Context: an optimization exercise on an open-source flow, tuned for small area, a short achievable clock period and few clock cycles per item. The choices shown serve that exercise and are no tape-out recipe.
RTL that was checked went through simulation tests only; none was proved equivalent to the original.
Only the layout flow was run in run 6; the RTL was not checked for function there.

`design/flow/constraint.sdc`:
```
create_clock -name core_clock -period 8.5 [get_ports {clk}]
set_input_delay 1.7000 -clock core_clock [delete_from_list [all_inputs] [get_ports {clk}]]
set_output_delay 1.7000 -clock core_clock [all_outputs]
set_load 0.01 [all_outputs]
```
`design/flow/standard.sh`:
```
#!/bin/bash
# synth_recipe.tcl (not shown) runs the flow's synth.tcl, then flattens the netlist and writes it again
# the make line also repeats each setting of config.mk as NAME=value (left out here)
make -C /OpenROAD-flow-scripts/flow DESIGN_CONFIG=/design/flow/config.mk WORK_HOME=/design/flow/orfs CLKGATE_MAP_FILE= SYNTH_SCRIPT=/design/flow/synth_recipe.tcl "${@:-finish}"
```
`design/flow/design.v`:
```
module swap_endian #(
  parameter UNIT_WIDTH = 8,
  parameter UNIT_COUNT = 4
  ) (
    input wire [(UNIT_WIDTH*UNIT_COUNT)-1:0] src,
    output reg [(UNIT_WIDTH*UNIT_COUNT)-1:0] dst
  );
 integer i;
  always @* begin
    for (i = 0; i < UNIT_COUNT; i = i + 1) begin
      dst[(i * UNIT_WIDTH) +: UNIT_WIDTH] = src[((UNIT_COUNT - i) * UNIT_WIDTH - 1) -: UNIT_WIDTH];
    end
  end
endmodule
module sha256_k (
  input  wire [5:0]  idx,
  output reg  [31:0] k
  );
  always @* begin
    case (idx)
      6'd0: k = 32'h428a2f98;
      6'd1: k = 32'h71374491;
      6'd2: k = 32'hb5c0fbcf;
      6'd3: k = 32'he9b5dba5;
      6'd4: k = 32'h3956c25b;
      6'd5: k = 32'h59f111f1;
      6'd6: k = 32'h923f82a4;
      6'd7: k = 32'hab1c5ed5;
      6'd8: k = 32'hd807aa98;
      6'd9: k = 32'h12835b01;
      6'd10: k = 32'h243185be;
      6'd11: k = 32'h550c7dc3;
      6'd12: k = 32'h72be5d74;
      6'd13: k = 32'h80deb1fe;
      6'd14: k = 32'h9bdc06a7;
      6'd15: k = 32'hc19bf174;
      6'd16: k = 32'he49b69c1;
      6'd17: k = 32'hefbe4786;
      6'd18: k = 32'h0fc19dc6;
      6'd19: k = 32'h240ca1cc;
      6'd20: k = 32'h2de92c6f;
      6'd21: k = 32'h4a7484aa;
      6'd22: k = 32'h5cb0a9dc;
      6'd23: k = 32'h76f988da;
      6'd24: k = 32'h983e5152;
      6'd25: k = 32'ha831c66d;
      6'd26: k = 32'hb00327c8;
      6'd27: k = 32'hbf597fc7;
      6'd28: k = 32'hc6e00bf3;
      6'd29: k = 32'hd5a79147;
      6'd30: k = 32'h06ca6351;
      6'd31: k = 32'h14292967;
      6'd32: k = 32'h27b70a85;
      6'd33: k = 32'h2e1b2138;
      6'd34: k = 32'h4d2c6dfc;
      6'd35: k = 32'h53380d13;
      6'd36: k = 32'h650a7354;
      6'd37: k = 32'h766a0abb;
      6'd38: k = 32'h81c2c92e;
      6'd39: k = 32'h92722c85;
      6'd40: k = 32'ha2bfe8a1;
      6'd41: k = 32'ha81a664b;
      6'd42: k = 32'hc24b8b70;
      6'd43: k = 32'hc76c51a3;
      6'd44: k = 32'hd192e819;
      6'd45: k = 32'hd6990624;
      6'd46: k = 32'hf40e3585;
      6'd47: k = 32'h106aa070;
      6'd48: k = 32'h19a4c116;
      6'd49: k = 32'h1e376c08;
      6'd50: k = 32'h2748774c;
      6'd51: k = 32'h34b0bcb5;
      6'd52: k = 32'h391c0cb3;
      6'd53: k = 32'h4ed8aa4a;
      6'd54: k = 32'h5b9cca4f;
      6'd55: k = 32'h682e6ff3;
      6'd56: k = 32'h748f82ee;
      6'd57: k = 32'h78a5636f;
      6'd58: k = 32'h84c87814;
      6'd59: k = 32'h8cc70208;
      6'd60: k = 32'h90befffa;
      6'd61: k = 32'ha4506ceb;
      6'd62: k = 32'hbef9a3f7;
      default: k = 32'hc67178f2;
    endcase
  end
endmodule
module csa32 (
  input  wire [31:0] x,
  input  wire [31:0] y,
  input  wire [31:0] z,
  output wire [31:0] s,
  output wire [31:0] c
  );
  wire [31:0] m = (x & y) | (x & z) | (y & z);
  assign s = x ^ y ^ z;
  assign c = {m[30:0], 1'b0};
endmodule
module add32 (
  input  wire [31:0] x,
  input  wire [31:0] y,
  output reg  [31:0] s
  );
  reg [31:0] p, G, P;
  integer i, d;
  always @* begin
    p = x ^ y;
    G = x & y;
    P = p;
    for (d = 1; d < 32; d = d * 2)
      for (i = 2 * d - 1; i < 32; i = i + 2 * d) begin
        G[i] = G[i] | (P[i] & G[i - d]);
        P[i] = P[i] & P[i - d];
      end
    for (d = 8; d >= 1; d = d / 2)
      for (i = 3 * d - 1; i < 32; i = i + 2 * d) begin
        G[i] = G[i] | (P[i] & G[i - d]);
        P[i] = P[i] & P[i - d];
      end
    s[0] = p[0];
    for (i = 1; i < 32; i = i + 1)
      s[i] = p[i] ^ G[i - 1];
  end
endmodule
module bitcoin_miner (
  input wire clk,
  input wire rst,
  input wire start,
  input wire [255:0] first_block_hash,
  input wire [127:0] second_block,
  input wire [255:0] target,
  input wire [31:0]  max_nonce,
  output reg running,
  output reg found,
  output reg [31:0] nonce
  );
  localparam [255:0] IV = {
    32'h6a09e667, 32'hbb67ae85, 32'h3c6ef372, 32'ha54ff53a,
    32'h510e527f, 32'h9b05688c, 32'h1f83d9ab, 32'h5be0cd19};
  localparam [1:0] PH_IDLE = 2'd0;
  localparam [1:0] PH_RF   = 2'd1;
  localparam [1:0] PH_H1   = 2'd2;
  localparam [1:0] PH_H2   = 2'd3;
  reg [1:0] phase;
  reg [6:0] rnd;
  reg [31:0] kreg;
  reg hi_eq, hi_lt, lo_eq, lo_lt;
  reg [3:0] sel_t;
  reg [31:0] op_a, op_e;
  reg last_nonce;
  reg [31:0] a, b, c, d, e, f, g, h;
  reg [511:0] w;
  function [31:0] bswap;
    input [31:0] x;
    bswap = {x[7:0], x[15:8], x[23:16], x[31:24]};
  endfunction
  function [31:0] word;
    input [255:0] v;
    input integer i;
    word = v[255 - 32 * i -: 32];
  endfunction
  wire [31:0] sig1 = {e[5:0], e[31:6]} ^ {e[10:0], e[31:11]} ^ {e[24:0], e[31:25]};
  wire [31:0] sig0 = {a[1:0], a[31:2]} ^ {a[12:0], a[31:13]} ^ {a[21:0], a[31:22]};
  wire [31:0] ch   = (e & f) ^ (~e & g);
  wire [31:0] maj  = (a & b) | (a & c) | (b & c);
  wire [31:0] w0   = w[32*0 +: 32];
  wire [31:0] s_hkw, c_hkw, s_t, c_t, s_a1, c_a1, s_a2, c_a2, s_e1, c_e1, s_e2, c_e2;
  csa32 u_hkw (.x(h), .y(kreg), .z(w0), .s(s_hkw), .c(c_hkw));
  csa32 u_t   (.x(sig1), .y(sig0), .z(maj), .s(s_t), .c(c_t));
  csa32 u_a1  (.x(s_hkw), .y(c_hkw), .z(ch), .s(s_a1), .c(c_a1));
  csa32 u_a2  (.x(s_t), .y(c_t), .z(s_a1), .s(s_a2), .c(c_a2));
  wire [31:0] s_a3, c_a3;
  csa32 u_a3  (.x(s_a2), .y(c_a2), .z(c_a1), .s(s_a3), .c(c_a3));
  wire [31:0] a_new;
  assign a_new = s_a3 + c_a3;
  csa32 u_e1  (.x(d), .y(sig1), .z(ch), .s(s_e1), .c(c_e1));
  csa32 u_e2  (.x(s_hkw), .y(c_hkw), .z(s_e1), .s(s_e2), .c(c_e2));
  wire [31:0] s_e3, c_e3;
  csa32 u_e3  (.x(s_e2), .y(c_e2), .z(c_e1), .s(s_e3), .c(c_e3));
  wire [31:0] e_new;
  assign e_new = s_e3 + c_e3;
  wire [31:0] w1  = w[32*1  +: 32];
  wire [31:0] w9  = w[32*9  +: 32];
  wire [31:0] w14 = w[32*14 +: 32];
  wire [31:0] ss0 = {w1[6:0], w1[31:7]} ^ {w1[17:0], w1[31:18]} ^ {3'b000, w1[31:3]};
  wire [31:0] ss1 = {w14[16:0], w14[31:17]} ^ {w14[18:0], w14[31:19]} ^ {10'b0, w14[31:10]};
  wire [31:0] s_x1, c_x1, s_x2, c_x2, w_next;
  csa32 u_x1 (.x(w0), .y(w9), .z(ss1), .s(s_x1), .c(c_x1));
  csa32 u_x2 (.x(s_x1), .y(c_x1), .z(ss0), .s(s_x2), .c(c_x2));
  assign w_next = s_x2 + c_x2;
  reg [31:0] t_hi, t_lo;
  integer k;
  always @* begin
    t_hi = 32'h0; t_lo = 32'h0;
    for (k = 0; k < 4; k = k + 1) begin
      t_hi = t_hi | ({32{sel_t[k]}} & word(target, k));
      t_lo = t_lo | ({32{sel_t[k]}} & word(target, 4 + k));
    end
  end
  wire [31:0] ff_a, ff_e;
  assign ff_a = op_a + a;
  assign ff_e = op_e + e;
  wire [31:0] v_hi = bswap(ff_e);
  wire [31:0] v_lo = bswap(ff_a);
  wire hi_w_lt = v_hi < t_hi;
  wire hi_w_eq = v_hi == t_hi;
  wire lo_w_lt = v_lo < t_lo;
  wire lo_w_eq = v_lo == t_lo;
  wire first_w = sel_t[0];
  wire hi_lt_n = first_w ? hi_w_lt : (hi_lt | (hi_eq & hi_w_lt));
  wire hi_eq_n = first_w ? hi_w_eq : (hi_eq & hi_w_eq);
  wire lo_lt_n = first_w ? lo_w_lt : (lo_lt | (lo_eq & lo_w_lt));
  wire lo_eq_n = first_w ? lo_w_eq : (lo_eq & lo_w_eq);
  always @(posedge clk) begin
    hi_lt <= hi_lt_n; hi_eq <= hi_eq_n;
    lo_lt <= lo_lt_n; lo_eq <= lo_eq_n;
  end
  wire hit = hi_lt | (hi_eq & (lo_lt | lo_eq));
  wire in_h1 = (phase == PH_H1);
  wire in_h2 = (phase == PH_H2);
  wire in_rf = (phase == PH_RF);
  wire r61 = (rnd == 7'd61);
  wire r63 = (rnd == 7'd63);
  wire r64 = (rnd == 7'd64);
  wire r65 = (rnd == 7'd65);
  wire [31:0] nonce_inc = nonce + {31'd0, in_h2};
  reg load_h1, load_iv, early_stop;
  wire rej_now = first_w & ~(hi_w_lt | hi_w_eq);
  always @(posedge clk) begin
    if (rst) begin
      load_h1 <= 1'b0;
      load_iv <= 1'b0;
      early_stop <= 1'b0;
    end else begin
      load_h1 <= (in_h2 & r61 & rej_now & ~last_nonce) | (in_rf & r61);
      load_iv <= in_h1 & r63;
      early_stop <= in_h2 & r61 & rej_now & last_nonce;
    end
  end
  wire full_end  = in_h2 & r65;                     
  wire to_rf     = full_end & ~hit & ~last_nonce;
  wire stop      = early_stop | (full_end & (hit | last_nonce));
  wire start_ok  = (phase == PH_IDLE) & start;
  wire [6:0] rnd_inc = rnd + 7'd1;
  reg [6:0] rnd_nxt;
  always @* begin
    if (load_h1 | load_iv) rnd_nxt = 7'd0;
    else if (to_rf | start_ok) rnd_nxt = 7'd48;
    else rnd_nxt = rnd_inc;
  end
  wire [31:0] k_inc;
  sha256_k u_k (.idx(rnd_inc[5:0]), .k(k_inc));
  wire ff_nxt = phase[1] & ~load_h1 & ~load_iv & (rnd_inc >= 7'd61) & (rnd_inc <= 7'd64);
  reg [3:0] sel_nxt;
  reg [31:0] op_a_nxt, op_e_nxt;
  always @* begin
    op_a_nxt = 32'h0; op_e_nxt = 32'h0;
    for (k = 0; k < 4; k = k + 1) begin
      sel_nxt[k] = ff_nxt & (rnd_inc[1:0] == ((k + 1) & 3));
      if (in_h1) begin
        op_a_nxt = op_a_nxt | ({32{sel_nxt[k]}} & word(first_block_hash, 3 - k));
        op_e_nxt = op_e_nxt | ({32{sel_nxt[k]}} & word(first_block_hash, 7 - k));
      end else begin
        op_a_nxt = op_a_nxt | ({32{sel_nxt[k]}} & word(IV, 3 - k));
        op_e_nxt = op_e_nxt | ({32{sel_nxt[k]}} & word(IV, 7 - k));
      end
    end
  end
  always @(posedge clk) begin
    rnd <= rnd_nxt;
    kreg <= (load_h1 | load_iv) ? 32'h428a2f98 : k_inc;
    sel_t <= sel_nxt;
    op_a <= op_a_nxt;
    op_e <= op_e_nxt;
    last_nonce <= (nonce == max_nonce);
  end
  always @(posedge clk) begin
    if (rst) begin
      phase <= PH_IDLE;
      running <= 1'b0;
      found <= 1'b0;
    end else begin
      if (start_ok) begin
        phase <= PH_RF;
        running <= 1'b1;
        found <= 1'b0;
      end
      if (load_h1) phase <= PH_H1;
      if (load_iv) phase <= PH_H2;
      if (to_rf) phase <= PH_RF;
      if (stop) begin
        phase <= PH_IDLE;
        running <= 1'b0;
        found <= full_end & hit;
      end
    end
  end
  always @(posedge clk) begin
    if (start_ok) nonce <= bswap(second_block[31:0]);
    else if ((load_h1 & in_h2) | to_rf) nonce <= nonce_inc;
  end
  always @(posedge clk) begin
    if (load_h1) begin
      {a, b, c, d, e, f, g, h} <= first_block_hash;
    end else if (load_iv) begin
      {a, b, c, d, e, f, g, h} <= IV;
    end else begin
      a <= a_new; b <= a; c <= b; d <= c;
      e <= e_new; f <= e; g <= f; h <= g;
    end
  end
  reg [31:0] tail;
  always @* begin
    tail = w_next;
    if (in_h1 & (rnd >= 7'd57)) begin
      tail = (rnd == 7'd57) ? 32'h80000000 : r64 ? 32'h00000100 : 32'h0;
    end else if ((in_h2 | in_rf) & (rnd >= 7'd48)) begin
      case (rnd[5:0])
        6'd48:   tail = second_block[95:64];
        6'd49:   tail = second_block[63:32];
        6'd50:   tail = bswap(nonce_inc);
        6'd51:   tail = 32'h80000000;
        6'd62:   tail = 32'h00000280;
        default: tail = 32'h0;
      endcase
    end
  end
  wire h1_ff = in_h1 & (rnd >= 7'd61);
  reg [511:0] w_nxt;
  always @* begin
    w_nxt = {tail, w[511:32]};
    if (h1_ff) begin
      if (sel_t[0]) begin w_nxt[32*6 +: 32] = ff_a; w_nxt[32*10 +: 32] = ff_e; end
      if (sel_t[1]) begin w_nxt[32*4 +: 32] = ff_a; w_nxt[32*8  +: 32] = ff_e; end
      if (sel_t[2]) begin w_nxt[32*2 +: 32] = ff_a; w_nxt[32*6  +: 32] = ff_e; end
      if (sel_t[3]) begin w_nxt[32*0 +: 32] = ff_a; w_nxt[32*4  +: 32] = ff_e; end
    end
    if (load_h1) w_nxt[32*0 +: 32] = second_block[127:96];
  end
  always @(posedge clk) w <= w_nxt;
endmodule
```
`design/flow/flow/run.sh`:
```
#!/bin/bash
# The standard layout, with the port buffers made of the smallest
# buffer cell, and timing repair limited to resizing, pin swaps, buffer
# removal and gate cloning (no new buffer trees).
set -euo pipefail
bash standard.sh "BUFFER_PORTS_ARGS=-buffer_cell sky130_fd_sc_hd__buf_1" \
  "SETUP_MOVE_SEQUENCE=unbuffer,sizeup,swap,clone" finish > standard.log 2>&1
```
`design/flow/config.mk`:
```
export PLATFORM = sky130hd
export DESIGN_NAME = bitcoin_miner
export DESIGN_NICKNAME = bitcoin_miner
export VERILOG_FILES = /design/flow/design.v
export SDC_FILE = /design/flow/constraint.sdc
export NUM_CORES = 8
export LEC_CHECK = 0
export ABC_AREA = 1
export CAP_MARGIN = 20
export CORE_MARGIN = 2
export CORE_UTILIZATION = 40
export CTS_CLUSTER_DIAMETER = 80
export CTS_CLUSTER_SIZE = 24
export SETUP_SLACK_MARGIN = 4.5
export SLEW_MARGIN = 20
export SYNTH_HIERARCHICAL = 1
```
==> results.sh, run 1 <==
export IMPL_drc=0
export IMPL_worstHoldEndpoint="w[124]"
export IMPL_io_pins=709
export IMPL_syn_nets=8345
export IMPL_syn_inst=7114
export IMPL_layout_commonest_cell="nand2_1"
export IMPL_area_delta_synth_final_pct=18.11
export IMPL_clk_latency_ns=0.75
export IMPL_grt_antenna_before_repair=60
export IMPL_timing_hold_worst_class="reg2reg"
export IMPL_grt_pass1_wl_mm=413.0
export IMPL_fillers=13730
export IMPL_dieArea_um2=141800
export IMPL_crit_type="reg2reg"
export IMPL_post_route_min_period_ns=4.225
export IMPL_start_util_pct=40.33
export IMPL_critPathLaunchType="flip-flop"
export IMPL_crit_fanout=7
export IMPL_pre_cts_slack_ns=2.898
export IMPL_synth_edf_count=32
export IMPL_vias=55770
export IMPL_use_met3_pct=11.82
export IMPL_place_detailed_hpwl_mm=245.1
export IMPL_cts_tree="built"
export IMPL_fin_skew_ns=0.07445
export IMPL_drive_gt1_share_pct=12.06
export IMPL_final_hold_viol_count=0
export IMPL_wl_per_cell_um=32.07
export IMPL_fin_tns_setup_ns=0
export IMPL_cp_slowest_cell="fa_1"
export IMPL_drt_total_wl_mm=304.2
export IMPL_reg2reg_from="e[9]"
export IMPL_yosysWarnings=8
export IMPL_via_per_inst=5.878
export IMPL_grt_max_degree=103
export IMPL_cts_root_buf="clkbuf_16"
export IMPL_die_height_um=376.6
export IMPL_cts_htree_levels=2
export IMPL_firstDrtPassIters=6
export IMPL_fp_row_count=136
export IMPL_gr_usage_met1_pct=54.46
export IMPL_end_kind="flip-flop"
export IMPL_setup_viol=0
export IMPL_cts_path_max_buffers=3
export IMPL_fmax_mhz=236.7
export IMPL_first_iter_violations=6828
export IMPL_fin_ws_ns=4.275
export IMPL_worstHoldStart="w[156]"
export IMPL_syn_cell_area_um2=55520
export IMPL_top_register="w"
export IMPL_port_buffers=708
export IMPL_postRouteAntennaNets=0
export IMPL_grt_pass1_vias=52080
export IMPL_largest_reg_flops=512
export IMPL_reg2reg_depth=19
export IMPL_numCtsBuffers=60
export IMPL_worst_slew_pin_slew_ns=1.252
export IMPL_layout_nets=8855
export IMPL_syn_avg_cell_area_um2=7.805
export IMPL_required_ns=9.11
export IMPL_drv_slew=0
export IMPL_final_cell_mix="1717 x nand2_1, 762 x dfxtp_1, 705 x buf_1, 555 x inv_1, 531 x nand3_1"
export IMPL_relSlewSlack_pct=16.47
export IMPL_grt_overflow_total=0
export IMPL_top_usage_layer="met2"
export IMPL_use_met2_pct=60.60
export IMPL_max_cap_violations=0
export IMPL_hold_depth=0
export IMPL_clk_pin_slew_ns=0.09
export IMPL_gr_usage_all_layers_pct=41.87
export IMPL_worstPathArrival_ns=4.83
export IMPL_die_w_um=376.6
export IMPL_rsz0062_at_grt="yes"
export IMPL_status="complete, no violations"
export IMPL_cpPeakStageDelay_ns=0.60
export IMPL_ys_ff_latch=919
export IMPL_synthArstFlopShare_pct=0
export IMPL_synth_cell_types=56
export IMPL_core_area_um2=137700
export IMPL_crit_chain="xnor2_4 > xnor2_4 > fa_1 > fa_1 > fa_1 > ha_4 > a21oi_2 > nand2_2 > inv_2 > nor2_4 > nor2_4 > o21ai_2 > buf_6 > nand2_2 > nand2_1 > nand2_1 > nand3_2 > nand2_2 > inv_1"
export IMPL_period_share_pct=49.70
export IMPL_ys_flop_type="dfxtp_1"
export IMPL_timing_rr_end="e[18]"
export IMPL_cts_sinks=919
export IMPL_r2r_slack_ns=4.28
export IMPL_gp_congestion=1.050
export IMPL_yosysSeqAreaShare_pct=33.71
==> Yosys stat by module (local to each module, per instance) <==
module	cells inside	area, um^2
bitcoin_miner	6097	45970
sha256_k	597	2884
csa32	42	666.9
==> area by class of cell <==
cell class	count	area (um^2)	share of cell area (%)
clock inverter	35	571.8	0.8719
multi-input combinational	5268	36580	55.78
inverter	601	2307	3.518
antenna	32	80.08	0.1221
sequential	919	19040	29.04
clock buffer	64	1548	2.360
timing repair buffer	773	3199	4.879
timing repair inverter	1	5.005	0.007632
tap	1794	2245	3.423
==> worst max path at each step <==
| stage | startpoint | endpoint |
|---|---|---|
| detailed placement | e[13] | a[16] |
| finish | e[9] | e[18] |
| global route | e[7] | a[31] |
| global placement | e[7] | a[16] |
| floorplan | e[14] | e[30] |
| CTS | e[9] | e[18] |
==> layer usage <==
layer / wire length (um) / vias to the layer above
li1: - / 24560
met1: 122300 / 27100
met2: 125600 / 3291
met3: 32080 / 760
met4: 23850 / 56
met5: 370 / -
==> through the flow <==
| step | area, um^2 | std cells | hold slack, ns | utilization, % |
|---|---|---|---|---|
| final | 65580 | 9487 | 0.3171 | 47.64 |
| after global routing | 65530 | 9466 | 0.3149 | 47.60 |
| after CTS | 63900 | 9452 | 0.3227 | 46.42 |
| after detailed placement | 59560 | 9348 | 0.3121 | 43.26 |
| after global placement | 59540 | 9346 | 0.3096 | 43.25 |
| after floorplan | 55520 | 7114 | 0.3096 | - |
==> synth_stat cells (all sizes together) (2+ instances only) <==
cell type	count	area [um^2]
maj3	31	310.3
nor2	451	1768
nand3b	13	97.59
nand2	1830	6937
and3	6	37.54
a21boi	6	45.04
nor4	17	106.4
o211ai	31	232.7
conb	10	37.54
o22ai	9	56.30
o221ai	2	17.52
fa	315	6306
ha	241	3015
o21bai	26	195.2
o21ai	508	2542
o22a	84	735.7
dfxtp	887	17760
buf	98	568.0
a211oi	3	22.52
inv	597	2243
a22oi	3	22.52
a22o	125	1095
a31oi	8	50.05
a221oi	66	578.1
nand4	96	600.6
xnor2	256	2242
and2	7	43.79
mux2i	2	20.02
a21o	15	112.6
o21a	20	150.1
or2	50	312.8
clkbuf	232	870.8
nand3	553	2788
clkinv	4	15.01
xor2	52	455.4
edfxtp	32	960.9
a21oi	354	1790
nor3	70	350.3
==> worst max-delay path: cells and delay by family, from the launching register on <==
kind,cells,cell delay (ns)
buffers and inverters,3,0.29
xor gates and xnor gates,2,0.49
AOI/OAI and AO/OA,2,0.21
and+or+nand+nor,8,0.78
adders and majority gates,4,1.81
DFF,1,0.48
==> cells by family (layout without fill, tap and decap cells) <==
family	count (synthesis)	count (layout)	share of synthesized area [%]
AO/OA/AOI/OAI	1263	1265	13.82
XOR/XNOR	308	308	4.859
adder cells (fa/ha/maj)	587	587	17.35
buffers and inverters	931	1474	6.659
flip-flops	919	919	33.71
multiplexers	2	2	0.03606
other	10	42	0.06761
AND/OR/NAND/NOR	3094	3096	23.50
==> repair_timing <==
action / in CTS / in global routing
setup buffers: 0 / 0
cloned: 5 / 0
pin swaps: 111 / 143
hold buffers: 0 / 0
resized for setup: 599 / 368
endpoints found under the setup margin: 151 / 104
Testbench counts, summed over its fixed seeds: cycles 242,107, nonces 1,887.
==> run 2, diff against run 1 <==
--- a/design/flow/design.v
+++ b/design/flow/design.v
@@ -243,3 +243,3 @@
   wire start_ok  = (phase == PH_IDLE) & start;
-  wire [6:0] rnd_inc = rnd + 7'd1;
+  reg [6:0] rnd_inc;
   reg [6:0] rnd_nxt;
@@ -252,4 +252,5 @@
   sha256_k u_k (.idx(rnd_inc[5:0]), .k(k_inc));
-  wire ff_nxt = phase[1] & ~load_h1 & ~load_iv & (rnd_inc >= 7'd61) & (rnd_inc <= 7'd64);
-  reg [3:0] sel_nxt;
+  wire ff_rng = (rnd_inc >= 7'd61) & (rnd_inc <= 7'd64);
+  wire ff_nxt = phase[1] & ~load_h1 & ~load_iv & ff_rng;
+  reg [3:0] sel_nxt, opsel;
   reg [31:0] op_a_nxt, op_e_nxt;
@@ -259,8 +260,9 @@
       sel_nxt[k] = ff_nxt & (rnd_inc[1:0] == ((k + 1) & 3));
+      opsel[k] = ff_rng & (rnd_inc[1:0] == ((k + 1) & 3));
       if (in_h1) begin
-        op_a_nxt = op_a_nxt | ({32{sel_nxt[k]}} & word(first_block_hash, 3 - k));
-        op_e_nxt = op_e_nxt | ({32{sel_nxt[k]}} & word(first_block_hash, 7 - k));
+        op_a_nxt = op_a_nxt | ({32{opsel[k]}} & word(first_block_hash, 3 - k));
+        op_e_nxt = op_e_nxt | ({32{opsel[k]}} & word(first_block_hash, 7 - k));
       end else begin
-        op_a_nxt = op_a_nxt | ({32{sel_nxt[k]}} & word(IV, 3 - k));
-        op_e_nxt = op_e_nxt | ({32{sel_nxt[k]}} & word(IV, 7 - k));
+        op_a_nxt = op_a_nxt | ({32{opsel[k]}} & word(IV, 3 - k));
+        op_e_nxt = op_e_nxt | ({32{opsel[k]}} & word(IV, 7 - k));
       end
@@ -270,2 +272,3 @@
     rnd <= rnd_nxt;
+    rnd_inc <= rnd_nxt + 7'd1;
     kreg <= (load_h1 | load_iv) ? 32'h428a2f98 : k_inc;
==> run 2 against run 1 <==
Effect of this change: non-clock buffer count shrank 13; register-to-register slack gained 0.13 ns; first-iteration DRC count grew 3.0%; synthesized cell count grew 5.3%; clock-buffer cell count shrank 1; maximum frequency grew 3.1%; worst setup slack gained 0.13 ns.
==> results.sh, run 2 <==
export IMPL_fin_util_pct=46.84
export IMPL_yosysSeqAreaShare_pct=32.97
export IMPL_area_delta_synth_final_pct=16.06
export IMPL_period_share_pct=48.18
export IMPL_cts_root_buf="clkbuf_16"
export IMPL_final_seq_area_um2=19160
export IMPL_die_height_um=382.2
export IMPL_synth_cell_types=67
export IMPL_status="complete, no violations"
export IMPL_fmax_mhz=244.2
export IMPL_gr_usage_all_layers_pct=37.87
export IMPL_place_detailed_hpwl_mm=230.6
export IMPL_yosysWarnings=8
export IMPL_crit_type="reg2reg"
export IMPL_fp_row_count=138
export IMPL_final_hold_viol_count=0
export IMPL_crit_fanout=7
export IMPL_layout_nets=9228
export IMPL_relSlewSlack_pct=18.77
export IMPL_synth_compound_gate_area_share_pct=12.85
export IMPL_synth_top_area_share_pct=31.29
export IMPL_synth_top_family_by_area="simple AND/OR/NAND/NOR gates"
export IMPL_yosysMostFrequentCell="nand2_1"
export IMPL_yosys_top_cells_count="2080 x nand2_1, 894 x dfxtp_1, 804 x inv_1"
export IMPL_worstHoldStart="w[344]"
export IMPL_fin_tns_setup_ns=0
export IMPL_ys_flop_type="dfxtp_1"
export IMPL_syn_cell_area_um2=57210
export IMPL_via_per_inst=5.622
export IMPL_port_buffers=708
export IMPL_grt_pass1_wl_mm=393.7
export IMPL_synthAdderAreaFrac_pct=16.77
export IMPL_drive_gt1_share_pct=10.70
export IMPL_r2r_slack_ns=4.40
export IMPL_max_cap_violations=0
export IMPL_fin_skew_ns=0.07354
export IMPL_syn_avg_cell_area_um2=7.637
export IMPL_largest_reg_flops=512
export IMPL_gp_congestion=1.054
export IMPL_top_register="w"
export IMPL_cts_htree_levels=2
export IMPL_first_iter_violations=7036
export IMPL_reg2reg_from="e[0]"
export IMPL_cp_slowest_cell="fa_1"
export IMPL_cp_common_cell="nand2_1"
export IMPL_synthArstFlopShare_pct=0
export IMPL_post_route_min_period_ns=4.096
export IMPL_clk_pin_slew_ns=0.10
export IMPL_cpPeakStageDelay_ns=0.54
export IMPL_cts_tree="built"
export IMPL_rsz0062_at_grt="yes"
export IMPL_die_w_um=382.2
export IMPL_wl_per_cell_um=28.68
export IMPL_yosysTopAreaCell="dfxtp_1"
export IMPL_drt_total_wl_mm=284.9
export IMPL_start_util_pct=40.35
export IMPL_grt_max_degree=104
export IMPL_firstDrtPassIters=6
export IMPL_core_area_um2=141800
export IMPL_required_ns=9.10
export IMPL_syn_inst=7491
export IMPL_final_cell_mix="2005 x nand2_1, 788 x inv_1, 776 x dfxtp_1, 708 x buf_1, 466 x nand3_1"
export IMPL_drv_slew=0
export IMPL_ys_ff_latch=926
export IMPL_cts_sinks=926
export IMPL_hold_slack_ns=0.3078
export IMPL_grt_antenna_before_repair=20
export IMPL_multi_input_area_um2=36500
export IMPL_worst_slew_pin_slew_ns=1.216
export IMPL_synthMuxAreaShare_pct=0
export IMPL_crit_path_start="e[0]"
export IMPL_pre_cts_slack_ns=3.375
export IMPL_postRouteAntennaNets=0
export IMPL_clk_latency_ns=0.77
export IMPL_synth_edf_count=32
export IMPL_syn_nets=8719
export IMPL_worstPathArrival_ns=4.70
export IMPL_end_kind="flip-flop"
export IMPL_dieArea_um2=146100
export IMPL_setup_viol=0
export IMPL_cts_path_max_buffers=3
export IMPL_numCtsBuffers=61
export IMPL_vias=55850
export IMPL_fillers=14480
export IMPL_grt_pass1_vias=52670
export IMPL_synth_xor_area_share_pct=4.670
export IMPL_io_pins=709
export IMPL_grt_overflow_total=0
export IMPL_drc=0
export IMPL_critPathLaunchType="flip-flop"
export IMPL_fin_ws_ns=4.404
export IMPL_yosys_area_share_simple_pct=24.52
export IMPL_layout_commonest_cell="nand2_1"
export IMPL_synth_area_leaders="dfxtp_1 31%, nand2_1 14%, fa_1 11%"
export IMPL_timing_hold_worst_class="reg2reg"
export IMPL_crit_chain="buf_8 > xnor2_4 > xnor2_4 > fa_1 > fa_1 > fa_1 > ha_4 > nand2_1 > nor2_2 > inv_1 > nor4_2 > nand2_1 > nand2_1 > nand2_1 > nand3_1 > nand2_1"
export IMPL_postCtsSetupRepairBufs=0
==> run 2: cell count changes in the layout (fill, tap and decap cells not counted), moves of 25 or more <==
cell	change
fa_1	-31
inv_1	+233
o21ai_0	-104
fa_2	+31
a22oi_1	+28
nand3_1	-65
nor2_1	+35
o22ai_1	+31
o2111ai_1	+25
nand2_1	+288
diode_2	-27
==> run 2: final cells by class <==
type	instances	share of cell area [%]
inverter	830	4.743
clock buffer	63	2.310
clock inverter	39	0.8631
multi-input combinational	5421	54.97
timing repair buffer	760	4.675
antenna	5	0.01885
sequential	926	28.86
tap	1890	3.562
==> run 2: logic make-up after synthesis <==
| group | Yosys count |
|---|---|
| AO/OA/AOI/OAI | 1182 |
| buffers and inverters | 1145 |
| flip-flops | 926 |
| XOR/XNOR | 305 |
| AND/OR/NAND/NOR | 3339 |
| adder cells (fa/ha/maj) | 584 |
| other | 10 |
==> run 2: critical path, delay by kind of cell (launching register included) <==
kind          cells  cell delay (ns)
flops             1             0.33
xor+xnor          2             0.52
fa+ha+maj         4             1.83
buf+inv           2             0.24
simple gates      8             0.98
==> run 2: per-module statistics from Yosys, one instance, submodules excluded <==
module | area [um^2] | cells inside
bitcoin_miner | 47540 | 6469
sha256_k | 2994 | 602
csa32 | 666.9 | 42
==> run 2: timing repair <==
item | 4_1_cts | 5_1_grt
setup endpoints to repair | 77 | 68
resized for setup | 424 | 391
pin swaps | 68 | 142
hold buffers | 0 | 0
cloned | 1 | 0
==> run 2: layer usage <==
layer  GRT usage, %  vias up  routed length (um)
met5              0        -                 107
met4          16.47       16               15090
met3          9.195      504               32100
met2          54.59     3172              116100
met1          53.46    26850              121500
li1               -    25300                   -
==> run 2: through the flow <==
| step | instance area, um^2 | cells |
|---|---|---|
| 6_report | 66390 | 9934 |
| 5_1_grt | 66390 | 9931 |
| 4_1_cts | 64820 | 9929 |
| 3_3_place_gp | 61150 | 9825 |
| 3_5_place_dp | 61180 | 9826 |
| 2_1_floorplan | 57210 | 7491 |
==> run 2: final timing paths <==
check | cells after the start | endpoint
worst max-delay path | 16 | e[27]
worst min-delay path | 0 | w[312]
worst max register to register | 16 | e[27]
worst min register to register | 0 | w[312]
Testbench counts of run 2, summed over its fixed seeds: cycles 242,107, nonces 1,887.
==> run 3, diff against run 2 <==
==> design/flow/flow/run.sh (replaced) <==
#!/bin/bash
# The standard layout, with the port buffers made of the smallest
# buffer cell instead of the flow's default delay buffer.
set -euo pipefail
bash standard.sh "BUFFER_PORTS_ARGS=-buffer_cell sky130_fd_sc_hd__buf_1" finish > standard.log 2>&1
--- a/design/flow/config.mk
+++ b/design/flow/config.mk
@@ -16 +16,2 @@
 export SYNTH_HIERARCHICAL = 1
+export TNS_END_PERCENT = 20
==> run 3 against run 2 <==
Effect of this change: still clean on timing, DRC and antenna; worst hold slack worse by 0.0054 ns; critical path type unchanged.
==> results.sh, run 3 <==
export IMPL_syn_avg_cell_area_um2=7.637
export IMPL_numCtsBuffers=61
export IMPL_ctsHoldBuffers=0
export IMPL_r2r_slack_ns=4.21
export IMPL_gp_congestion=1.054
export IMPL_reg2reg_depth=9
export IMPL_place_detailed_hpwl_mm=230.6
export IMPL_yosysSeqAreaShare_pct=32.97
export IMPL_clk_latency_ns=0.78
export IMPL_layout_nets=9344
export IMPL_yosysTopAreaCell="dfxtp_1"
export IMPL_largest_reg_flops=512
export IMPL_fin_util_pct=47.09
export IMPL_yosysMostFrequentCell="nand2_1"
export IMPL_synth_cell_types=67
export IMPL_cp_common_cell="buf_4"
export IMPL_crit_fanout=55
export IMPL_cpPeakStageDelay_ns=0.87
export IMPL_top_register="w"
export IMPL_drv_slew=0
export IMPL_cp_slowest_cell="o2111ai_1"
export IMPL_wl_per_cell_um=28.43
export IMPL_grt_max_degree=104
export IMPL_die_w_um=382.2
export IMPL_synthAdderAreaFrac_pct=16.77
export IMPL_syn_inst=7491
export IMPL_ys_flop_type="dfxtp_1"
export IMPL_grt_pass1_vias=52670
export IMPL_reg2reg_from="rnd_inc[3]"
export IMPL_setup_viol=0
export IMPL_required_ns=9.05
export IMPL_final_hold_viol_count=0
export IMPL_timing_rr_end="op_e[17]"
export IMPL_timing_hold_worst_class="reg2reg"
export IMPL_cts_htree_levels=2
export IMPL_clk_pin_slew_ns=0.10
export IMPL_synth_top_area_share_pct=31.29
export IMPL_fin_skew_ns=0.08119
export IMPL_via_per_inst=5.602
export IMPL_layout_commonest_cell="nand2_1"
export IMPL_port_buffers=708
export IMPL_yosys_top_cells_count="2080 x nand2_1, 894 x dfxtp_1, 804 x inv_1"
export IMPL_critPathLaunchType="flip-flop"
export IMPL_area_delta_synth_final_pct=16.70
export IMPL_fmax_mhz=233.3
export IMPL_crit_chain="buf_4 > inv_1 > nor4_1 > nand2_1 > buf_4 > inv_2 > buf_4 > nand2_2 > o2111ai_1"
export IMPL_grt_overflow_total=0
export IMPL_post_route_min_period_ns=4.286
export IMPL_start_util_pct=40.35
export IMPL_worst_slew_pin_slew_ns=1.254
export IMPL_cts_tree="built"
export IMPL_fp_row_count=138
export IMPL_postRouteAntennaNets=0
export IMPL_max_cap_violations=0
export IMPL_crit_type="reg2reg"
export IMPL_synth_top_family_by_area="simple AND/OR/NAND/NOR gates"
export IMPL_cts_root_buf="clkbuf_16"
export IMPL_relSlewSlack_pct=16.22
export IMPL_end_kind="flip-flop"
export IMPL_first_iter_violations=7263
export IMPL_cts_sinks=926
export IMPL_synth_xor_area_share_pct=4.670
export IMPL_ys_ff_latch=926
export IMPL_synth_edf_count=32
export IMPL_worstHoldStart="w[344]"
export IMPL_worstPathArrival_ns=4.84
export IMPL_rsz0062_at_grt="yes"
export IMPL_cts_path_max_buffers=3
export IMPL_synthArstFlopShare_pct=0
export IMPL_gr_usage_all_layers_pct=37.83
export IMPL_synth_compound_gate_area_share_pct=12.85
export IMPL_drc=0
export IMPL_fin_ws_ns=4.214
export IMPL_grt_pass1_wl_mm=393.6
export IMPL_critPathTopFamily="buffers and inverters"
export IMPL_syn_cell_area_um2=57210
export IMPL_synthMuxAreaShare_pct=0
export IMPL_synth_area_leaders="dfxtp_1 31%, nand2_1 14%, fa_1 11%"
export IMPL_drt_total_wl_mm=285.8
export IMPL_dieArea_um2=146100
export IMPL_firstDrtPassIters=9
export IMPL_grt_antenna_before_repair=20
export IMPL_core_area_um2=141800
export IMPL_status="complete, no violations"
export IMPL_vias=56310
export IMPL_yosys_area_share_simple_pct=24.52
export IMPL_io_pins=709
export IMPL_hold_depth=0
export IMPL_worstHoldEndpoint="w[312]"
export IMPL_die_height_um=382.2
export IMPL_drive_gt1_share_pct=11.26
export IMPL_final_cell_mix="2024 x nand2_1, 796 x inv_1, 777 x dfxtp_1, 708 x buf_1, 471 x nand3_1"
export IMPL_syn_nets=8719
export IMPL_fin_tns_setup_ns=0
export IMPL_pre_cts_slack_ns=3.375
export IMPL_path_buf_inv=5
export IMPL_period_share_pct=50.43
export IMPL_yosysWarnings=8
run 3: cell type report:
cell class | instances | area, um^2
Multi-Input combinational cell | 5421 | 35920
Timing Repair Buffer | 876 | 4033
Fill cell | 14490 | 75000
Clock inverter | 39 | 573.1
Antenna cell | 8 | 20.02
Tap cell | 1890 | 2365
Clock buffer | 63 | 1534
Sequential cell | 926 | 19170
Inverter | 830 | 3149
run 3: worst max path at each step:
stage | to | start | slack [ns] | cells past startpoint
after global routing | op_a[25] | rnd_inc[3] | 4.21 | 9
after CTS | a[27] | w[26] | 4.41 | 14
final | op_e[17] | rnd_inc[3] | 4.21 | 9
after global placement | e[29] | e[7] | 3.30 | 14
after floorplan | nonce[0] | load_h1 | 4.65 | 6
after detailed placement | e[29] | e[6] | 3.38 | 14
run 3: Yosys stat by module, one instance, submodules excluded:
| module | cells inside | flops+latches | copies in the design | area [um^2] |
|---|---|---|---|---|
| csa32 | 42 | 0 | 10 | 666.9 |
| sha256_k | 602 | 0 | 1 | 2994 |
| bitcoin_miner | 6469 | 926 | 1 | 47540 |
run 3: cell families (layout without fill, tap and decap cells):
family / count (synthesis) / after routing
adders and majority gates: 584 / 584
DFF: 926 / 926
and+or+nand+nor: 3339 / 3340
xor gates and xnor gates: 305 / 305
buffers and inverters: 1145 / 1808
AOI/OAI and AO/OA: 1182 / 1182
other: 10 / 18
run 3: metal layers:
metal / track usage, % / wire length (um)
met1: 53.61 / 121300
met2: 54.62 / 116500
met3: 8.851 / 32730
met4: 16.29 / 15230
met5: 0 / 109
run 3: what timing repair did:
action	CTS	global route
setup endpoints to repair	77	87
resized for setup	315	387
cloned	0	1
buffers inserted	41	74
hold endpoints to repair	0	0
pin swaps	25	119
run 3: worst register-to-register path, delay by kind of cell (launching register included):
kind                   cells  cell delay, ns
buffers and inverters      5            1.69
and+or+nand+nor            3            1.18
AOI/OAI and AO/OA          1            0.90
DFF                        1            0.32
run 3: metrics by stage:
| stage | hold WS, ns | instance area [um^2] | cells |
|---|---|---|---|
| floorplan | 0.3096 | 57210 | 7491 |
| global placement | 0.3100 | 61150 | 9825 |
| detailed placement | 0.3121 | 61180 | 9826 |
| CTS | 0.3187 | 64550 | 9969 |
| global route | 0.3250 | 66750 | 10050 |
| finish | 0.3024 | 66760 | 10050 |
==> run 4, diff against run 3 <==
--- a/design/flow/config.mk
+++ b/design/flow/config.mk
@@ -13,2 +13,3 @@
 export CTS_CLUSTER_SIZE = 24
+export PLACE_DENSITY = 0.66
 export SETUP_SLACK_MARGIN = 4.5
@@ -16,2 +17 @@
 export SYNTH_HIERARCHICAL = 1
-export TNS_END_PERCENT = 20
==> run 4 against run 3 <==
Effect of this change: critical path type unchanged; register-to-register slack better by 0.25 ns; first-iteration DRC count is 6.1% higher; final cell count increased by 0.12%; still clean on timing, DRC and antenna; worst setup slack improved by 0.25 ns; critical endpoint is now op_a[21]; largest cell class unchanged.
==> results.sh, run 4 <==
export IMPL_critPathLaunchType="flip-flop"
export IMPL_final_cell_mix="2006 x nand2_1, 794 x inv_1, 777 x dfxtp_1, 708 x buf_1, 465 x nand3_1"
export IMPL_gp_congestion=1.079
export IMPL_relSlewSlack_pct=17.73
export IMPL_timing_hold_worst_class="reg2reg"
export IMPL_cts_path_max_buffers=3
export IMPL_yosysMostFrequentCell="nand2_1"
export IMPL_worstPathArrival_ns=4.61
export IMPL_synth_area_leaders="dfxtp_1 31%, nand2_1 14%, fa_1 11%"
export IMPL_grt_pass1_vias=52800
export IMPL_top_register="w"
export IMPL_max_cap_violations=0
export IMPL_gr_usage_all_layers_pct=38.13
export IMPL_vias=57030
export IMPL_grt_max_degree=82
export IMPL_cts_root_buf="clkbuf_16"
export IMPL_yosysTopAreaCell="dfxtp_1"
export IMPL_drc=0
export IMPL_grt_pass1_wl_mm=396.4
export IMPL_syn_nets=8719
export IMPL_fin_tns_setup_ns=0
export IMPL_yosysWarnings=8
export IMPL_period_share_pct=47.51
export IMPL_via_per_inst=5.666
export IMPL_drive_gt1_share_pct=11.64
export IMPL_fin_skew_ns=0.05956
export IMPL_synth_top_area_share_pct=31.29
export IMPL_synth_cell_types=67
export IMPL_first_iter_violations=7707
export IMPL_synth_edf_count=32
export IMPL_worst_slew_pin_slew_ns=1.231
export IMPL_cts_htree_levels=2
export IMPL_syn_avg_cell_area_um2=7.637
export IMPL_hold_slack_ns=0.3255
export IMPL_end_kind="flip-flop"
export IMPL_place_detailed_hpwl_mm=233.9
export IMPL_die_w_um=382.2
export IMPL_setup_viol=0
export IMPL_ys_ff_latch=926
export IMPL_wl_per_cell_um=28.68
export IMPL_ctsHoldBuffers=0
export IMPL_ys_flop_type="dfxtp_1"
export IMPL_cts_sinks=926
export IMPL_clk_pin_slew_ns=0.10
export IMPL_port_buffers=708
export IMPL_layout_nets=9352
export IMPL_yosysSeqAreaShare_pct=32.97
export IMPL_start_util_pct=40.35
export IMPL_synthArstFlopShare_pct=0
export IMPL_stdcell_area_um2=67070
export IMPL_drt_total_wl_mm=288.7
export IMPL_layout_commonest_cell="nand2_1"
export IMPL_numCtsBuffers=59
export IMPL_drv_slew=0
export IMPL_crit_fanout=43
export IMPL_cts_tree="built"
export IMPL_fillers=14310
export IMPL_post_dp_cell_area_um2=61200
export IMPL_dieArea_um2=146100
export IMPL_die_height_um=382.2
export IMPL_final_hold_viol_count=0
export IMPL_syn_inst=7491
export IMPL_clk_latency_ns=0.75
export IMPL_crit_type="reg2reg"
export IMPL_area_delta_synth_final_pct=17.24
export IMPL_grt_antenna_before_repair=23
export IMPL_syn_cell_area_um2=57210
export IMPL_yosys_top_cells_count="2080 x nand2_1, 894 x dfxtp_1, 804 x inv_1"
export IMPL_required_ns=9.07
export IMPL_largest_reg_flops=512
export IMPL_fmax_mhz=247.6
export IMPL_rsz0062_at_grt="yes"
export IMPL_core_area_um2=141800
export IMPL_grt_overflow_total=0
export IMPL_io_pins=709
export IMPL_firstDrtPassIters=8
export IMPL_postRouteAntennaNets=0
export IMPL_post_route_min_period_ns=4.038
export IMPL_status="complete, no violations"
export IMPL_fp_row_count=138
## run 4: changes by cell type in the layout (fill, tap and decap cells not counted), moves of 7 or more
cell,before,now
fa_1,240,253
o21ai_1,71,78
o21ai_0,313,301
buf_4,158,168
nand2_4,16,27
ha_4,44,52
nand2_2,66,73
xnor2_2,55,47
nand2_1,2024,2006
ha_1,184,175
fa_2,75,62
## run 4: per-layer routing
metal	GRT usage [%]	routed length, um
met5	0	82
met4	16.37	14610
met3	8.917	34480
met2	55.04	118900
met1	54.06	120600
## run 4: critical path: stages (launching register included)
cell and delay (ns):
dfxtp_1 0.32, buf_4 0.51, inv_1 0.19, nor4_1 0.26, nand2_1 0.17, buf_4 0.26
inv_2 0.25, buf_4 0.45, nand2_4 0.47, o2111ai_1 0.89
## run 4: Yosys stat by module (local to each module, per instance)
module / area (um^2) / cells
bitcoin_miner: 47540 / 6469
sha256_k: 2994 / 602
csa32: 666.9 / 42
## run 4: final cells by class
class | instances | area, um^2 | area share [%]
well taps | 1890 | 2365 | 3.526
multi-input cells | 5421 | 36220 | 54.00
inverters | 830 | 3148 | 4.694
diodes | 13 | 32.53 | 0.04850
clock inverters | 34 | 551.8 | 0.8227
repair buffers | 886 | 4078 | 6.080
clock buffers | 65 | 1519 | 2.265
flip-flops and latches | 926 | 19160 | 28.57
## run 4: what timing repair did
item                       4_1_cts  5_1_grt
gates cloned                     1        0
setup buffers                   46       78
pin swaps                       43      152
setup endpoints to repair       80       61
resized for setup              376      385
## run 4: final timing paths
kind,from,to,slack (ns),cells after the start
worst min register to register,w[325],w[293],0.33,0
worst max register to register,rnd_inc[2],op_a[21],4.46,9
worst min-delay path,w[325],w[293],0.33,0
worst max-delay path,rnd_inc[2],op_a[21],4.46,9
## run 4: cells by family after synthesis
family / after synthesis / share of synthesized area [%]
and+or+nand+nor: 3339 / 24.52
xor gates and xnor gates: 305 / 4.670
buffers and inverters: 1145 / 8.156
other: 10 / 0.06562
DFF: 926 / 32.97
adders and majority gates: 584 / 16.77
AOI/OAI and AO/OA: 1182 / 12.85
## run 4: stage by stage
step           worst slack (ns)  utilization [%]  std cells
3_3_place_gp              3.183            43.16       9827
3_5_place_dp              3.211            43.17       9828
2_1_floorplan             4.651                -       7491
5_1_grt                   4.387            47.29      10050
6_report                  4.462            47.31      10070
4_1_cts                   4.434            45.80       9974
==> run 5, diff against run 4 <==
--- a/design/flow/config.mk
+++ b/design/flow/config.mk
@@ -10,6 +10,5 @@
 export CORE_MARGIN = 2
-export CORE_UTILIZATION = 40
+export CORE_UTILIZATION = 50
 export CTS_CLUSTER_DIAMETER = 80
 export CTS_CLUSTER_SIZE = 24
-export PLACE_DENSITY = 0.66
 export SETUP_SLACK_MARGIN = 4.5
==> run 5 against run 4 <==
Effect of this change: area after synthesis unchanged; first-iteration DRC count down 9.2%; register-to-register slack about the same; sequential cell count unchanged; global-route usage up 5.8 points; critical path type unchanged.
==> results.sh, run 5 <==
export IMPL_largest_reg_flops=512
export IMPL_grt_max_degree=132
export IMPL_port_buffers=708
export IMPL_end_kind="flip-flop"
export IMPL_worstPathArrival_ns=4.70
export IMPL_place_detailed_hpwl_mm=214.3
export IMPL_postRouteAntennaNets=0
export IMPL_drt_total_wl_mm=267.1
export IMPL_synth_edf_count=32
export IMPL_cts_htree_levels=2
export IMPL_gr_usage_met1_pct=57.64
export IMPL_synth_top_area_share_pct=31.29
export IMPL_yosysTopAreaCell="dfxtp_1"
export IMPL_syn_avg_cell_area_um2=7.637
export IMPL_die_w_um=342.3
export IMPL_wl_per_cell_um=27.73
export IMPL_start_util_pct=50.23
export IMPL_syn_cell_area_um2=57210
export IMPL_fin_ws_ns=4.448
export IMPL_grt_overflow_total=0
export IMPL_cts_root_buf="clkbuf_16"
export IMPL_syn_inst=7491
export IMPL_numCtsBuffers=56
export IMPL_vias=56440
export IMPL_post_route_min_period_ns=4.052
export IMPL_yosysWarnings=8
export IMPL_via_per_inst=5.861
export IMPL_final_cell_mix="2023 x nand2_1, 798 x inv_1, 781 x dfxtp_1, 708 x buf_1, 464 x nand3_1"
export IMPL_yosysMostFrequentCell="nand2_1"
export IMPL_top_register="w"
export IMPL_instances_no_fill=9630
export IMPL_ctsHoldBuffers=0
export IMPL_relSlewSlack_pct=25.28
export IMPL_clk_pin_slew_ns=0.10
export IMPL_clk_latency_ns=0.75
export IMPL_gr_usage_all_layers_pct=43.96
export IMPL_core_area_um2=113900
export IMPL_final_hold_viol_count=0
export IMPL_top_usage_layer="met2"
export IMPL_hold_slack_ns=0.3209
export IMPL_required_ns=9.15
export IMPL_synth_cell_types=67
export IMPL_max_cap_violations=0
export IMPL_die_height_um=342.3
export IMPL_yosysSeqAreaShare_pct=32.97
export IMPL_grt_pass1_vias=52220
export IMPL_critPathLaunchType="flip-flop"
export IMPL_fin_tns_setup_ns=0
export IMPL_drv_slew=0
export IMPL_yosys_top_cells_count="2080 x nand2_1, 894 x dfxtp_1, 804 x inv_1"
export IMPL_dpl_cell_count=9438
export IMPL_timing_hold_worst_class="reg2reg"
export IMPL_dieArea_um2=117100
export IMPL_grt_antenna_before_repair=17
export IMPL_cts_path_max_buffers=3
export IMPL_drive_gt1_share_pct=10.23
export IMPL_grt_pass1_wl_mm=368.5
export IMPL_cts_tree="built"
export IMPL_fmax_mhz=246.8
export IMPL_status="complete, no violations"
export IMPL_synthArstFlopShare_pct=0
export IMPL_setup_viol=0
export IMPL_rsz0062_at_grt="yes"
export IMPL_fin_skew_ns=0.04656
export IMPL_gp_congestion=1.069
export IMPL_crit_fanout=5
export IMPL_period_share_pct=47.67
export IMPL_fp_row_count=124
export IMPL_cts_sinks=926
export IMPL_use_met2_pct=64.51
export IMPL_layout_nets=9303
export IMPL_layout_commonest_cell="nand2_1"
export IMPL_first_iter_violations=6998
export IMPL_use_met3_pct=13.01
export IMPL_ys_flop_type="dfxtp_1"
export IMPL_ys_ff_latch=926
export IMPL_worst_slew_pin_slew_ns=1.118
export IMPL_drc=0
export IMPL_crit_type="reg2reg"
export IMPL_syn_nets=8719
export IMPL_area_delta_synth_final_pct=14.57
export IMPL_synth_area_leaders="dfxtp_1 31%, nand2_1 14%, fa_1 11%"
export IMPL_firstDrtPassIters=9
export IMPL_io_pins=709
export IMPL_pre_cts_slack_ns=3.410
## run 5: cell counts after synthesis
Identical to the previous run, type by type.
## run 5: cell families after synthesis
kind of cell	Yosys count	share of synthesized area, %
compound gates	1182	12.85
flops	926	32.97
xor+xnor	305	4.670
buf+inv	1145	8.156
simple gates	3339	24.52
fa+ha+maj	584	16.77
other cells	10	0.06562
## run 5: routing by layer
| layer | vias to the layer above | routed length (um) |
|---|---|---|
| li1 | 25440 | - |
| met1 | 26860 | 104000 |
| met2 | 3522 | 112100 |
| met3 | 611 | 33400 |
| met4 | 10 | 17610 |
| met5 | - | 61 |
## run 5: final cells by class
class                           instances  area, um^2
Multi-Input combinational cell       5420       35720
Clock buffer                           61        1451
Inverter                              830        3146
Fill cell                           10820       48340
Tap cell                             1512        1892
Sequential cell                       926       19160
Timing Repair Buffer                  841        3709
Antenna cell                           11       27.53
Clock inverter                         29       435.4
## run 5: final timing paths
path	start	endpoint	slack [ns]	depth (start not counted)
setup reg to reg	kreg[27]	a[29]	4.45	14
hold / removal	w[509]	w[477]	0.32	0
hold reg to reg	w[509]	w[477]	0.32	0
setup / recovery	kreg[27]	a[29]	4.45	14
## run 5: worst max-delay path, cell delays in order (launching register included)
cell and delay (ns):
dfxtp_1 0.42, fa_1 0.65, fa_1 0.49, fa_1 0.56, fa_1 0.43, ha_1 0.40, nand2_1 0.14, nor2_1 0.27
nand2_1 0.12, a21oi_1 0.15, nor2_1 0.07, nand3_1 0.08, nand3_1 0.07, nand2_1 0.10, inv_1 0.04
## run 5: what timing repair did
item	in CTS	in global routing
pin swaps	23	81
gates resized for setup	296	356
endpoints found under the hold margin	0	0
setup endpoints to repair	91	72
setup buffers	26	64
## run 5: per-stage QoR
step           instance area, um^2  utilization, %
4_1_cts                      63560           55.82
3_3_place_gp                 60610           53.22
3_5_place_dp                 60610           53.22
2_1_floorplan                57210               -
5_1_grt                      65530           57.54
6_report                     65540           57.55
## run 5: per-module statistics from Yosys, one instance, submodules excluded
module	flops+latches	cell area [um^2]	cells inside	times used
bitcoin_miner	926	47540	6469	1
sha256_k	0	2994	602	1
csa32	0	666.9	42	10
==> run 6, diff against run 5 <==
--- a/design/flow/design.v
+++ b/design/flow/design.v
@@ -227,3 +227,4 @@
   reg load_h1, load_iv, early_stop;
-  wire rej_now = first_w & ~(hi_w_lt | hi_w_eq);
+  wire [7:0] top_byte = e[7:0] + 8'h19;
+  wire rej_now = top_byte > target[255:248];
   always @(posedge clk) begin
--- a/design/flow/config.mk
+++ b/design/flow/config.mk
@@ -10,3 +10,3 @@
 export CORE_MARGIN = 2
-export CORE_UTILIZATION = 50
+export CORE_UTILIZATION = 40
 export CTS_CLUSTER_DIAMETER = 80
==> run 6 against run 5 <==
Effect of this change: design area grew 3.9%; maximum frequency down 2.3%; critical endpoint is now e[18]; still clean; highest routed layer unchanged; worst setup slack worse by 0.095 ns.
==> results.sh, run 6 <==
export IMPL_postRouteAntennaNets=0
export IMPL_vias=58380
export IMPL_crit_type="reg2reg"
export IMPL_max_cap_violations=0
export IMPL_syn_cell_area_um2=57200
export IMPL_synth_edf_count=32
export IMPL_synth_cell_types=60
export IMPL_synthArstFlopShare_pct=0
export IMPL_via_per_inst=5.764
export IMPL_ys_ff_latch=926
export IMPL_worst_slew_pin_slew_ns=1.226
export IMPL_required_ns=9.06
export IMPL_first_iter_violations=7467
export IMPL_drc=0
export IMPL_crit_chain="clkinvlp_4 > xor2_4 > fa_2 > fa_1 > fa_1 > ha_4 > buf_4 > a21oi_4 > o21ai_4 > a21oi_2 > nand2_4 > nand2_1 > nand2_1 > nand2_1 > nand3_1 > nand2_1 > inv_1"
export IMPL_end_kind="flip-flop"
export IMPL_syn_nets=8755
export IMPL_largest_reg_flops=512
export IMPL_core_area_um2=141800
export IMPL_yosysSeqAreaShare_pct=32.97
export IMPL_cts_tree="built"
export IMPL_port_buffers=708
export IMPL_io_pins=709
export IMPL_grt_overflow_total=0
export IMPL_instances_no_fill=10130
export IMPL_r2r_slack_ns=4.35
export IMPL_cts_htree_levels=3
export IMPL_layout_nets=9420
export IMPL_drive_gt1_share_pct=11.99
export IMPL_yosysTopAreaCell="dfxtp_1"
export IMPL_grt_antenna_before_repair=37
export IMPL_yosys_top_cells_count="2081 x nand2_1, 894 x dfxtp_1, 817 x inv_1"
export IMPL_cts_path_max_buffers=3
export IMPL_critPathLaunchType="flip-flop"
export IMPL_timing_rr_end="e[18]"
export IMPL_start_util_pct=40.35
export IMPL_cp_slowest_cell="fa_2"
export IMPL_grt_max_degree=138
export IMPL_relSlewSlack_pct=18.25
export IMPL_ys_flop_type="dfxtp_1"
export IMPL_wl_per_cell_um=30.61
export IMPL_status="complete, no violations"
export IMPL_syn_inst=7518
export IMPL_firstDrtPassIters=6
export IMPL_gp_congestion=1.102
export IMPL_die_height_um=382.2
export IMPL_final_cell_mix="2007 x nand2_1, 798 x inv_1, 778 x dfxtp_1, 708 x buf_1, 527 x nand3_1"
export IMPL_clk_pin_slew_ns=0.09
export IMPL_synth_top_area_share_pct=31.29
export IMPL_place_detailed_hpwl_mm=252.4
export IMPL_numCtsBuffers=68
export IMPL_syn_avg_cell_area_um2=7.609
export IMPL_multi_input_area_um2=36590
export IMPL_yosysWarnings=8
export IMPL_layout_commonest_cell="nand2_1"
export IMPL_cts_root_buf="clkbuf_16"
export IMPL_dieArea_um2=146000
export IMPL_cp_common_cell="nand2_1"
export IMPL_period_share_pct=48.79
export IMPL_final_seq_area_um2=19170
export IMPL_die_w_um=382.2
export IMPL_fin_skew_ns=0.08973
export IMPL_grt_pass1_wl_mm=420.2
export IMPL_hold_slack_ns=0.3079
export IMPL_clk_latency_ns=0.75
export IMPL_fin_tns_setup_ns=0
export IMPL_reg2reg_from="e[6]"
export IMPL_crit_path_start="e[6]"
export IMPL_timing_hold_worst_class="reg2reg"
export IMPL_rsz0062_at_grt="yes"
export IMPL_cpPeakStageDelay_ns=0.61
export IMPL_gr_usage_all_layers_pct=41.07
export IMPL_final_hold_viol_count=0
export IMPL_reg2reg_depth=17
export IMPL_grt_pass1_vias=54000
export IMPL_fillers=14210
export IMPL_fmax_mhz=241.1
export IMPL_area_delta_synth_final_pct=19.01
export IMPL_top_register="w"
export IMPL_cts_sinks=926
export IMPL_crit_fanout=7
export IMPL_drt_total_wl_mm=310.1
export IMPL_yosysMostFrequentCell="nand2_1"
export IMPL_endpoint="e[18]"
export IMPL_drv_slew=0
export IMPL_dpl_cell_count=9871
export IMPL_setup_viol=0
export IMPL_fp_row_count=138
export IMPL_worstPathArrival_ns=4.71
export IMPL_synth_area_leaders="dfxtp_1 31%, nand2_1 14%, fa_1 11%"
export IMPL_post_route_min_period_ns=4.147
-- run 6: through the flow --
| step | worst slack, ns | area, um^2 | utilization [%] |
|---|---|---|---|
| after CTS | 4.453 | 66360 | 46.81 |
| after detailed placement | 2.922 | 61400 | 43.31 |
| after global routing | 4.307 | 68050 | 48.00 |
| after floorplan | 4.732 | 57200 | - |
| final | 4.353 | 68080 | 48.02 |
| after global placement | 2.849 | 61390 | 43.31 |
-- run 6: per-module statistics from Yosys, one instance, submodules excluded --
| module | cell area [um^2] | cells inside | times used |
|---|---|---|---|
| bitcoin_miner | 47590 | 6478 | 1 |
| csa32 | 666.9 | 42 | 10 |
| sha256_k | 2945 | 620 | 1 |
-- run 6: worst min path at each step --
stage                      start      to  cells past startpoint
final                     w[390]  w[358]                      0
after global routing      w[390]  w[358]                      0
after CTS                 w[390]  w[358]                      0
after detailed placement   w[79]   w[47]                      0
after global placement    w[147]  w[115]                      0
after floorplan           w[132]  w[100]                      0
-- run 6: logic make-up (layout without fill, tap and decap cells) --
kind of cell             count (synthesis)  after routing  share of synthesized area, %
AND/OR/NAND/NOR                       3342           3342                         24.46
XOR/XNOR                               315            315                         4.849
buffers and inverters                 1155           1863                         8.084
adder cells (fa/ha/maj)                593            593                         16.97
flip-flops                             926            926                         32.97
multiplexers                             1              1                       0.01750
other                                   10             23                       0.06563
AO/OA/AOI/OAI                         1176           1176                         12.59
-- run 6: area by class of cell --
class                      count  share of cell area (%)
antenna                       13                 0.04779
clock buffer                  74                   2.606
clock inverter                39                  0.9796
inverter                     839                   4.685
multi-input combinational   5437                   53.75
sequential                   926                   28.16
tap                         1890                   3.474
timing repair buffer         911                   6.291
-- run 6: what timing repair did --
action                                  CTS  global route
hold buffers                              0             0
buffers inserted                         65            66
resized for setup                       548           269
pin swaps                                96           113
endpoints found under the setup margin   66            48
-- run 6: per-layer routing --
metal	GRT usage [%]	part of all wire, %	vias to the layer above
met5	0	0.041	-
met4	20.84	5.9	20
met3	10.24	11	659
met2	59.86	41	3609
met1	56.13	41	28370
li1	-	-	25720
-- run 6: worst max-delay path: cells and delay by family, from the launching register on --
family	cells	cell delay, ns
and+or+nand+nor	6	0.52
adders and majority gates	4	1.86
xor gates and xnor gates	1	0.24
AOI/OAI and AO/OA	3	0.46
DFF	1	0.46
buffers and inverters	3	0.41

[port drivers added, routing unchanged]
The results above use ideal ports. As a check the final layouts listed here were re-extracted and re-timed, cells and wires unchanged. Step 1, drivers: a clkbuf_16 drives clk and a buf_2 each remaining input, both assumed. Step 2 also shifts input and output timing later by t, the mid clock arrival at the registers, as if the neighbouring blocks saw the same clock. a / b / c = ideal / step 1 / step 2; a / b = the first two.
run | shift t [ns] | slack for setup (ns) | slew at the worst register clock pin (ns)
run 1 | 0.801 | 4.275 / 4.275 / 3.685 | 0.11 / 0.11
run 2 | 0.814 | 4.404 / 4.404 / 4.373 | 0.10 / 0.10
run 3 | 0.815 | 4.214 / 4.214 / 4.214 | 0.10 / 0.10
run 4 | 0.794 | 4.462 / 4.462 / 4.395 | 0.10 / 0.10
run 5 | 0.822 | 4.448 / 4.448 / 4.364 | 0.11 / 0.11
run 6 | 0.782 | 4.353 / 4.353 / 4.082 | 0.10 / 0.10
After both steps setup and hold are still met in every run listed. For run 1, which loses most, drivers alone change the setup slack by 0.000 ns; drivers and shift together by -0.590 ns.
